Context: an optimization exercise on an open-source flow, tuned for a short achievable clock period and few clock cycles. The choices shown serve that exercise and are no tape-out recipe.
RTL that was checked went through simulation tests only; none was proved equivalent to the original.

==> v28: inputs <==
==> flow/design.v (excerpt) <==
module ARM(
    input CLK,
    input RESET,
    input [31:0] InstrF,
    input [31:0] ReadData,
    output reg MemWriteM,
    output [31:0] PCF,
    output reg [31:0] ALUResultM,
    output [31:0] WriteData
    );
    localparam NBTB = 8;
    localparam NBW  = 3;
    integer i, j;
    reg  [31:2] pcF;
    reg  [NBTB-1:0] hitF;       
    reg         validD;
    reg  [31:0] InstrD;
    reg  [31:2] pcD, pc4D, pc8D, tgtD;
    reg         seqD;           
    reg         fbD, fbPredD;
    reg  [3:0]  fbCondD;
    reg  [31:2] fbAltD;
    reg  [NBW-1:0] fbIdxD;
    reg         fbBackD, fbLpD;
    reg  [4:0]  fbSnapD;
    reg  [3:0]  raAD, raBD;
    reg         isDPD, isMemD, isBrD, isStoreD, isLoadD, useAD, useBrD, regWDD, pcAD;
    reg  [31:0] rfAD, rfBD;
    reg         byAD, byBD;     
    reg         validE;
    reg  [3:0]  condE;
    reg         branchE, predE;
    reg         regWE, memWE, memtoRegE;
    reg  [1:0]  flagWE;
    reg  [3:0]  wa3E;
    reg  [32:0] xE, yE;
    reg         cinE;
    reg         selAndE, selEorE, selOrrE, selBicE, selMovE, selMvnE;
    reg         selSumE, vSubE, vAddE, vA31E, vB31E;
    reg  [31:0] stDataE;
    reg         fwdSE;
    reg  [31:2] tgtE, fallE, pcE;
    reg         fbE, fbPredE;
    reg  [3:0]  fbCondE;
    reg  [31:2] fbAltE;
    reg  [NBW-1:0] fbIdxE;
    reg         fbBackE, fbLpE;
    reg  [4:0]  fbSnapE;
    reg         regWriteM, memtoRegM;
    reg  [3:0]  wa3M;
    reg  [31:0] WriteDataM;
    reg  [1:0]  flagWM;
    reg         cM, vM, zM;
    reg         fbM, fbPredM;
    reg  [3:0]  fbCondM;
    reg  [31:2] fbAltM;
    reg  [NBW-1:0] fbIdxM;
    reg         fbBackM, fbLpM;
    reg  [4:0]  fbSnapM;
    reg         flagN, flagZ, flagC, flagV;
    reg  [31:0] rf [0:14];
    reg  [NBTB-1:0] btbV;
    reg  [31:2] btbTag [0:NBTB-1];
    reg  [31:2] btbTag1[0:NBTB-1];     
    reg  [31:2] btbTag2[0:NBTB-1];     
    reg  [31:2] btbTgt [0:NBTB-1];
    reg  [3:0]  btbCond[0:NBTB-1];
    reg  [1:0]  btbCtr [0:NBTB-1];
    reg  [NBTB-1:0] btbTm [0:NBTB-1];    
    reg  [NBW-1:0] btbPtr;
  ...
make LEC_CHECK=0 ABC_CLOCK_PERIOD_IN_PS=3500 CAP_MARGIN=20 CORE_MARGIN=2 CORE_UTILIZATION=40 SETUP_SLACK_MARGIN=5 SLEW_MARGIN=20 finish   # period 9.0 ns
run.sh (not shown) runs the stock make flow with config.mk's settings and CLKGATE_MAP_FILE= SYNTH_SCRIPT=/design/flow/synth_recipe.tcl, a recipe that flattens the netlist after the stock synthesis.
==> v36: changes against v28 <==
--- a/flow/design.v
+++ b/flow/design.v
@@ -29,17 +29,18 @@
     reg  [31:0] rfAD, rfBD;
     reg         byAD, byBD;     
     reg         validE;
     reg  [3:0]  condE;
     reg         branchE, predE;
     reg         regWE, memWE, memtoRegE;
     reg  [1:0]  flagWE;
     reg  [3:0]  wa3E;
-    reg  [32:0] xE, yE;
+    reg  [32:0] xE, yE, xmE, ymE;
+    reg         m1E, invAE, invBE;
     reg         cinE;
     reg         selAndE, selEorE, selOrrE, selBicE, selMovE, selMvnE;
     reg         selSumE, vSubE, vAddE, vA31E, vB31E;
     reg  [31:0] stDataE;
     reg         fwdSE;
     reg  [31:2] tgtE, fallE, pcE;
     reg         fbE, fbPredE;
     reg  [3:0]  fbCondE;
@@ -119,47 +120,73 @@
         end
         if (regWriteM && wa3M != 4'd15)
             rf[wa3M] <= wdM;
     end
     wire fbPassM = condPass(fbCondM, fN, fZ, fC, fV);
     wire fbMissM = fbM & (fbPassM ^ fbPredM);
     wire condEx = condPass(condE, fN, fZ, fC, fV);
     wire killE  = fbMissM;
-    wire [32:0] pg = xE ^ yE;
+    wire [32:0] xa = {1'b0, xE[31:0] ^ {32{invAE}}};
+    wire [32:0] yb = {1'b0, yE[31:0] ^ {32{invBE}}};
+    wire [32:0] pg = xa ^ yb;
     wire [33:0] kp [0:6];
     wire [33:0] kg [0:6];
     assign kp[0] = {pg, 1'b0};
-    assign kg[0] = {xE & yE, cinE};
+    assign kg[0] = {xa & yb, cinE};
     genvar gl, gb;
     generate
         for (gl = 0; gl < 6; gl = gl + 1) begin : ks
             for (gb = 0; gb < 34; gb = gb + 1) begin : bit_
                 if (gb >= (1 << gl)) begin : op
                     assign kg[gl+1][gb] = kg[gl][gb] | (kp[gl][gb] & kg[gl][gb - (1 << gl)]);
                     assign kp[gl+1][gb] = kp[gl][gb] & kp[gl][gb - (1 << gl)];
                 end else begin : pass
                     assign kg[gl+1][gb] = kg[gl][gb];
                     assign kp[gl+1][gb] = kp[gl][gb];
                 end
             end
         end
     endgenerate
-    wire [32:0] sum = pg ^ kg[6][32:0];
-    wire [31:0] tz = xE[31:0] | yE[31:0];
-    wire zSum = &(pg[31:0] ~^ {tz[30:0], cinE});
+    wire [32:0] sumN = pg ^ kg[6][32:0];
+    wire [31:0] tz = xa[31:0] | yb[31:0];
+    wire zSumN = &(pg[31:0] ~^ {tz[30:0], cinE});
+    wire [32:0] pgm = xmE ^ ymE;
+    wire [32:0] mp [0:6];
+    wire [32:0] mg [0:6];
+    assign mp[0] = pgm;
+    assign mg[0] = xmE & ymE;
+    generate
+        for (gl = 0; gl < 6; gl = gl + 1) begin : ksm
+            for (gb = 0; gb < 33; gb = gb + 1) begin : bit_
+                if (gb >= (1 << gl)) begin : op
+                    assign mg[gl+1][gb] = mg[gl][gb] | (mp[gl][gb] & mg[gl][gb - (1 << gl)]);
+                    assign mp[gl+1][gb] = mp[gl][gb] & mp[gl][gb - (1 << gl)];
+                end else begin : pass
+                    assign mg[gl+1][gb] = mg[gl][gb];
+                    assign mp[gl+1][gb] = mp[gl][gb];
+                end
+            end
+        end
+    endgenerate
+    wire [32:0] sumM = pgm ^ {mg[6][31:0], 1'b0};
+    wire [31:0] tzm = xmE[31:0] | ymE[31:0];
+    wire zSumM = &(pgm[31:0] ~^ {tzm[30:0], 1'b0});
+    wire        m1   = m1E & fC;
+    wire [32:0] sum  = m1 ? sumM : sumN;
+    wire        zSum = m1 ? zSumM : zSumN;
     wire [31:0] resE = ({32{selSumE}} & sum[31:0])
                      | ({32{selAndE}} & (xE[31:0] & yE[31:0]))
                      | ({32{selEorE}} & pg[31:0])
                      | ({32{selOrrE}} & (xE[31:0] | yE[31:0]))
                      | ({32{selBicE}} & (xE[31:0] & ~yE[31:0]))
                      | ({32{selMovE}} & yE[31:0])
                      | ({32{selMvnE}} & ~yE[31:0]);
     wire [31:0] logRes = ({32{selAndE}} & (xE[31:0] & yE[31:0]))
-                       | ({32{selEorE}} & pg[31:0])
+                       | ({32{selEorE}} & (xE[31:0] ^ yE[31:0]))
                        | ({32{selOrrE}} & (xE[31:0] | yE[31:0]))
                        | ({32{selBicE}} & (xE[31:0] & ~yE[31:0]))
                        | ({32{selMovE}} & yE[31:0])
                        | ({32{selMvnE}} & ~yE[31:0]);
     wire zE = selSumE ? zSum : ~|logRes;
     wire vE = (vSubE & (vA31E ^ vB31E) & ~(vB31E ^ sum[31]))
             | (vAddE & ~(vA31E ^ vB31E) & (vB31E ^ sum[31]));
     wire [31:0] stE = fwdSE ? wdM : stDataE;
@@ -244,26 +271,24 @@
                 4'b1011: begin selSum = 1; vAdd = 1; flagW = 2'b11; end
                 4'b1100: begin selOrr = 1; flagW = {sD, 1'b0}; end
                 4'b1101: begin selMov = 1; flagW = 2'b10; end
                 4'b1110: begin selBic = 1; flagW = {sD, 1'b0}; end
                 default: begin selMvn = 1; flagW = {sD, 1'b0}; end
             endcase
         end
     end
-    wire [31:0] a1 = invA ? ~valA : valA;
-    wire [31:0] b1 = invB ? ~opB : opB;
-    wire        m1 = m1D & fC;
-    wire [32:0] xD = m1 ? {1'b1, ~(a1 ^ b1)} : {1'b0, a1};
-    wire [32:0] yD = m1 ? {a1 | b1, 1'b0}    : {1'b0, b1};
+    wire [32:0] xD  = {1'b0, valA};
+    wire [32:0] yD  = {1'b0, opB};
+    wire [32:0] xmD = {1'b1, valA ^ opB};
+    wire [32:0] ymD = {invB ? (valA | ~opB) : (~valA | opB), 1'b0};
     wire depA = useAD  & (wa3E == raAD);
     wire depB = useBrD & (wa3E == raBD);
     wire stallD = validD & ((eWill & (depA | depB)) |
-                            (useBrD & byBL & (shamtD != 5'd0)) |
-                            (m1D & validE & flagWE[0]));
+                            (useBrD & byBL & (shamtD != 5'd0)));
     wire predD  = isBrD & ((condD == 4'b1110) | InstrD[23]);
     wire redirD = validD & predD;
     wire learnD = validD & isBrD & validE & ~branchE & ~fbE & seqD;
     always @(posedge CLK) begin
         if (RESET || killE || redirE || stallD || !validD) begin
             validE  <= 1'b0;
             regWE   <= 1'b0;
             memWE   <= 1'b0;
@@ -286,16 +311,21 @@
         fbSnapE   <= fbSnapD;
         fbLpE     <= fbLpD;
         condE     <= condD;
         predE     <= predD;
         memtoRegE <= isLoadD;
         wa3E      <= rdD;
         xE        <= xD;
         yE        <= yD;
+        xmE       <= xmD;
+        ymE       <= ymD;
+        m1E       <= m1D;
+        invAE     <= invA;
+        invBE     <= invB;
         cinE      <= cin;
         selSumE   <= selSum;
         selAndE   <= selAnd;
         selEorE   <= selEor;
         selOrrE   <= selOrr;
         selBicE   <= selBic;
         selMovE   <= selMov;
         selMvnE   <= selMvn;
@@ -364,16 +394,17 @@
     wire       isDPF     = (opF == 2'b00);
     wire       isMemF    = (opF == 2'b01);
     wire       isStoreF  = isMemF & ~InstrF[20];
     wire       isMovMvnF = isDPF & (InstrF[24:21] == 4'b1101 || InstrF[24:21] == 4'b1111);
     wire [3:0] raAF = InstrF[19:16];
     wire [3:0] raBF = isStoreF ? InstrF[15:12] : InstrF[3:0];
     wire [31:0] rfAF = (regWriteM && wa3M == raAF) ? wdM : rf[raAF];
     wire [31:0] rfBF = (regWriteM && wa3M == raBF) ? wdM : rf[raBF];
+    wire [31:2] tgtF = pcF2 + {{6{InstrF[23]}}, InstrF[23:0]};
     wire eWillK = validE & ~killE & regWE & condEx;
     always @(posedge CLK) begin
         if (RESET) begin
             byAD <= 1'b0;
             byBD <= 1'b0;
         end else begin
             byAD <= eWillK & (wa3E == (stallD ? raAD : raAF));
             byBD <= eWillK & (wa3E == (stallD ? raBD : raBF));
@@ -391,17 +422,17 @@
             validD <= 1'b0;
         else if (!stallD)
             validD <= 1'b1;
         if (!stallD) begin
             InstrD   <= InstrF;
             pcD      <= pcF;
             pc4D     <= pcF1;
             pc8D     <= pcF2;
-            tgtD     <= pcF2 + {{6{InstrF[23]}}, InstrF[23:0]};
+            tgtD     <= tgtF;
             seqD     <= (pcF == pc4D);
             fbD      <= btbHitF;
             fbPredD  <= btbPredF;
             fbCondD  <= btbCondF;
             fbAltD   <= btbPredF ? pcF2 : btbTgtF;
             fbIdxD   <= btbIdxF;
             fbBackD  <= btbBackF;
             fbSnapD  <= lpCntF;
==> flow/flow/run.sh (new file) <==
#!/bin/bash
set -euo pipefail
bash standard.sh SETUP_SLACK_MARGIN=5.8 finish > flow_make.log 2>&1
==> flow/standard.sh (new file) <==
#!/bin/bash
# synth_recipe.tcl (not shown) runs the flow's synth.tcl, then flattens the netlist and writes it again
# the make line also repeats each setting of config.mk as NAME=value (left out here)
make -C /OpenROAD-flow-scripts/flow DESIGN_CONFIG=/design/flow/config.mk WORK_HOME=/design/flow/orfs CLKGATE_MAP_FILE= SYNTH_SCRIPT=/design/flow/synth_recipe.tcl "${@:-finish}"
ABC_CLOCK_PERIOD_IN_PS = 3000   (was 3500)
CORE_UTILIZATION = 55   (was 40)
SETUP_SLACK_MARGIN = unset   (was 5)
removed: flow/run.sh
==> v30: changes against v28 <==
--- a/flow/design.v
+++ b/flow/design.v
@@ -13,33 +13,35 @@
     localparam NBW  = 3;
     integer i, j;
     reg  [31:2] pcF;
     reg  [NBTB-1:0] hitF;       
     reg         validD;
     reg  [31:0] InstrD;
     reg  [31:2] pcD, pc4D, pc8D, tgtD;
     reg         seqD;           
+    reg         redirFD;        
     reg         fbD, fbPredD;
     reg  [3:0]  fbCondD;
     reg  [31:2] fbAltD;
     reg  [NBW-1:0] fbIdxD;
     reg         fbBackD, fbLpD;
     reg  [4:0]  fbSnapD;
     reg  [3:0]  raAD, raBD;
     reg         isDPD, isMemD, isBrD, isStoreD, isLoadD, useAD, useBrD, regWDD, pcAD;
     reg  [31:0] rfAD, rfBD;
     reg         byAD, byBD;     
     reg         validE;
     reg  [3:0]  condE;
     reg         branchE, predE;
     reg         regWE, memWE, memtoRegE;
     reg  [1:0]  flagWE;
     reg  [3:0]  wa3E;
-    reg  [32:0] xE, yE;
+    reg  [32:0] xE, yE, xmE, ymE;
+    reg         m1E;
     reg         cinE;
     reg         selAndE, selEorE, selOrrE, selBicE, selMovE, selMvnE;
     reg         selSumE, vSubE, vAddE, vA31E, vB31E;
     reg  [31:0] stDataE;
     reg         fwdSE;
     reg  [31:2] tgtE, fallE, pcE;
     reg         fbE, fbPredE;
     reg  [3:0]  fbCondE;
@@ -138,19 +140,43 @@
                     assign kp[gl+1][gb] = kp[gl][gb] & kp[gl][gb - (1 << gl)];
                 end else begin : pass
                     assign kg[gl+1][gb] = kg[gl][gb];
                     assign kp[gl+1][gb] = kp[gl][gb];
                 end
             end
         end
     endgenerate
-    wire [32:0] sum = pg ^ kg[6][32:0];
+    wire [32:0] sumN = pg ^ kg[6][32:0];
     wire [31:0] tz = xE[31:0] | yE[31:0];
-    wire zSum = &(pg[31:0] ~^ {tz[30:0], cinE});
+    wire zSumN = &(pg[31:0] ~^ {tz[30:0], cinE});
+    wire [32:0] pgm = xmE ^ ymE;
+    wire [32:0] mp [0:6];
+    wire [32:0] mg [0:6];
+    assign mp[0] = pgm;
+    assign mg[0] = xmE & ymE;
+    generate
+        for (gl = 0; gl < 6; gl = gl + 1) begin : ksm
+            for (gb = 0; gb < 33; gb = gb + 1) begin : bit_
+                if (gb >= (1 << gl)) begin : op
+                    assign mg[gl+1][gb] = mg[gl][gb] | (mp[gl][gb] & mg[gl][gb - (1 << gl)]);
+                    assign mp[gl+1][gb] = mp[gl][gb] & mp[gl][gb - (1 << gl)];
+                end else begin : pass
+                    assign mg[gl+1][gb] = mg[gl][gb];
+                    assign mp[gl+1][gb] = mp[gl][gb];
+                end
+            end
+        end
+    endgenerate
+    wire [32:0] sumM = pgm ^ {mg[6][31:0], 1'b0};
+    wire [31:0] tzm = xmE[31:0] | ymE[31:0];
+    wire zSumM = &(pgm[31:0] ~^ {tzm[30:0], 1'b0});
+    wire        m1   = m1E & fC;
+    wire [32:0] sum  = m1 ? sumM : sumN;
+    wire        zSum = m1 ? zSumM : zSumN;
     wire [31:0] resE = ({32{selSumE}} & sum[31:0])
                      | ({32{selAndE}} & (xE[31:0] & yE[31:0]))
                      | ({32{selEorE}} & pg[31:0])
                      | ({32{selOrrE}} & (xE[31:0] | yE[31:0]))
                      | ({32{selBicE}} & (xE[31:0] & ~yE[31:0]))
                      | ({32{selMovE}} & yE[31:0])
                      | ({32{selMvnE}} & ~yE[31:0]);
     wire [31:0] logRes = ({32{selAndE}} & (xE[31:0] & yE[31:0]))
@@ -246,26 +272,26 @@
                 4'b1101: begin selMov = 1; flagW = 2'b10; end
                 4'b1110: begin selBic = 1; flagW = {sD, 1'b0}; end
                 default: begin selMvn = 1; flagW = {sD, 1'b0}; end
             endcase
         end
     end
     wire [31:0] a1 = invA ? ~valA : valA;
     wire [31:0] b1 = invB ? ~opB : opB;
-    wire        m1 = m1D & fC;
-    wire [32:0] xD = m1 ? {1'b1, ~(a1 ^ b1)} : {1'b0, a1};
-    wire [32:0] yD = m1 ? {a1 | b1, 1'b0}    : {1'b0, b1};
+    wire [32:0] xD  = {1'b0, a1};
+    wire [32:0] yD  = {1'b0, b1};
+    wire [32:0] xmD = {1'b1, ~(a1 ^ b1)};
+    wire [32:0] ymD = {a1 | b1, 1'b0};
     wire depA = useAD  & (wa3E == raAD);
     wire depB = useBrD & (wa3E == raBD);
     wire stallD = validD & ((eWill & (depA | depB)) |
-                            (useBrD & byBL & (shamtD != 5'd0)) |
-                            (m1D & validE & flagWE[0]));
+                            (useBrD & byBL & (shamtD != 5'd0)));
     wire predD  = isBrD & ((condD == 4'b1110) | InstrD[23]);
-    wire redirD = validD & predD;
+    wire redirD = validD & predD & ~redirFD;
     wire learnD = validD & isBrD & validE & ~branchE & ~fbE & seqD;
     always @(posedge CLK) begin
         if (RESET || killE || redirE || stallD || !validD) begin
             validE  <= 1'b0;
             regWE   <= 1'b0;
             memWE   <= 1'b0;
             branchE <= 1'b0;
             flagWE  <= 2'b00;
@@ -286,16 +312,19 @@
         fbSnapE   <= fbSnapD;
         fbLpE     <= fbLpD;
         condE     <= condD;
         predE     <= predD;
         memtoRegE <= isLoadD;
         wa3E      <= rdD;
         xE        <= xD;
         yE        <= yD;
+        xmE       <= xmD;
+        ymE       <= ymD;
+        m1E       <= m1D;
         cinE      <= cin;
         selSumE   <= selSum;
         selAndE   <= selAnd;
         selEorE   <= selEor;
         selOrrE   <= selOrr;
         selBicE   <= selBic;
         selMovE   <= selMov;
         selMvnE   <= selMvn;
@@ -351,29 +380,33 @@
             pcN = redirPcE;  hitN = predE ? btbMatch(fallE) : btbMatch(tgtE);
         end else if (stallD) begin
             pcN = pcF;       hitN = hitF;
         end else if (redirD) begin
             pcN = tgtD;      hitN = btbMatch(tgtD);
         end else if (btbHitF) begin
             pcN = btbPredF ? btbTgtF : pcF2;
             hitN = btbPredF ? (tmHitF & btbV) : match2F;
+        end else if (predF) begin
+            pcN = tgtF;      hitN = {NBTB{1'b0}};
         end else begin
             pcN = pcF1;      hitN = match1F;
         end
     end
     wire [1:0] opF       = InstrF[27:26];
     wire       isDPF     = (opF == 2'b00);
     wire       isMemF    = (opF == 2'b01);
     wire       isStoreF  = isMemF & ~InstrF[20];
     wire       isMovMvnF = isDPF & (InstrF[24:21] == 4'b1101 || InstrF[24:21] == 4'b1111);
     wire [3:0] raAF = InstrF[19:16];
     wire [3:0] raBF = isStoreF ? InstrF[15:12] : InstrF[3:0];
     wire [31:0] rfAF = (regWriteM && wa3M == raAF) ? wdM : rf[raAF];
     wire [31:0] rfBF = (regWriteM && wa3M == raBF) ? wdM : rf[raBF];
+    wire [31:2] tgtF = pcF2 + {{6{InstrF[23]}}, InstrF[23:0]};
+    wire        predF = (opF == 2'b10) & ((InstrF[31:28] == 4'b1110) | InstrF[23]);
     wire eWillK = validE & ~killE & regWE & condEx;
     always @(posedge CLK) begin
         if (RESET) begin
             byAD <= 1'b0;
             byBD <= 1'b0;
         end else begin
             byAD <= eWillK & (wa3E == (stallD ? raAD : raAF));
             byBD <= eWillK & (wa3E == (stallD ? raBD : raBF));
@@ -391,17 +424,18 @@
             validD <= 1'b0;
         else if (!stallD)
             validD <= 1'b1;
         if (!stallD) begin
             InstrD   <= InstrF;
             pcD      <= pcF;
             pc4D     <= pcF1;
             pc8D     <= pcF2;
-            tgtD     <= pcF2 + {{6{InstrF[23]}}, InstrF[23:0]};
+            tgtD     <= tgtF;
+            redirFD  <= predF & ~btbHitF;
             seqD     <= (pcF == pc4D);
             fbD      <= btbHitF;
             fbPredD  <= btbPredF;
             fbCondD  <= btbCondF;
             fbAltD   <= btbPredF ? pcF2 : btbTgtF;
             fbIdxD   <= btbIdxF;
             fbBackD  <= btbBackF;
             fbSnapD  <= lpCntF;
==> flow/flow/run.sh (new file) <==
#!/bin/bash
set -euo pipefail
bash standard.sh SETUP_SLACK_MARGIN=5.8 finish > flow_make.log 2>&1
==> flow/standard.sh (new file) <==
#!/bin/bash
# synth_recipe.tcl (not shown) runs the flow's synth.tcl, then flattens the netlist and writes it again
# the make line also repeats each setting of config.mk as NAME=value (left out here)
make -C /OpenROAD-flow-scripts/flow DESIGN_CONFIG=/design/flow/config.mk WORK_HOME=/design/flow/orfs CLKGATE_MAP_FILE= SYNTH_SCRIPT=/design/flow/synth_recipe.tcl "${@:-finish}"
ABC_CLOCK_PERIOD_IN_PS = 3000   (was 3500)
CORE_UTILIZATION = 55   (was 40)
SETUP_SLACK_MARGIN = unset   (was 5)
removed: flow/run.sh
==> flow_summary.yaml <==
outcome:
  status: "finished clean"
timing:
  whs_ns: 0.290
worst_hold_path:
  hold_start: "fbAltE[6]$_DFF_P_"
cells_and_area:
  inverters: 190
  final-nonclk-buf-share_pct: 4.73
setup_path:
  critPathBufInv: 2
drt:
  dr.pass1.iters: 9
global_routing:
  track_usage_pct: 34.2
The numbers above come from v28.

==> flow_summary.yaml <==
clocking:
  cts_tree: "yes"
timing:
  worstMarginPinSlew_ns: 1.25
  whs_ns: 0.292
placement:
  place_area_um2: 131000
setup_path:
  crit_path_end: "pcF[27]$_SDFFE_PP0P_"
  critPathBufInv: 4
  r2r_slack_ns: 5.22
cells_and_area:
  final-nonclk-buf-share_pct: 9.75
  regMostFlops: "rf"
  inverters: 350
  nMultiInputCombCells: 7052
worst_hold_path:
  hold_start: "fbAltE[20]$_DFF_P_"
power_and_ir_drop:
  comb-power_uw: 9170
global_routing:
  track_usage_pct: 49.2
outcome:
  status: "finished clean"
drt:
  highest_layer: "met5"
The numbers above come from v30.

==> flow_summary.yaml <==
cells_and_area:
  design.seq.count: 2417
  final-nonclk-buf-share_pct: 9.56
  area_growth_pct: 26.8
drt:
  totalWireLength_um: 593000
  dr.pass1.iters: 11
setup_path:
  critPathBufInv: 3
  cp_slowest_cell: "dfxtp_4"
global_routing:
  grt_pass1_vias: 98000
  top_usage_layer: "met2"
  track_usage_pct: 48.7
  antenna_found_initial: 65
timing:
  whs_ns: 0.306
outcome:
  status: "finished clean"
synth:
  synth.distinct_cells: 98
worst_hold_path:
  hold_start: "pcD[15]$_DFFE_PN_"
The numbers above come from v36.

Testbench counts of v36, summed over its fixed seeds: cycles 79,596.
Testbench counts of v30, summed over its fixed seeds: cycles 79,060.
The RTL of v28 was laid out without a check of its function.

-- static timing again, ports no longer ideal --
The flow's constraints put no driver on any port. The routed layouts listed below were extracted and timed again, unchanged, in two steps. Step 1 assumes that a clkbuf_16 drives the clock port and a buf_2 every other input. Step 2 moves the port delays by t, midway between the first and last clock arrival at a register: inputs arrive t later, outputs are due t later. That takes back most of the time a late clock gives input paths. Three values: ideal ports, drivers, drivers and shift; two values: the first two.
run | t (ns) | slack for setup (ns) | clock arrival spread, ns | worst data-port slew with drivers (ns) | pins driven straight from the clock port
v28 | 1.002 | 4.699 / 4.699 / 3.879 | 0.090 / 0.090 | 0.19 | 1
v36 | 1.052 | 5.153 / 5.153 / 4.148 | 0.107 / 0.107 | 0.33 | 1
v30 | 1.051 | 5.222 / 5.158 / 4.276 | 0.104 / 0.104 | 0.24 | 1
After both steps setup and hold are still met in every run listed. For v36, which loses most, drivers alone change the setup slack by 0.000 ns; drivers and shift together by -1.005 ns.
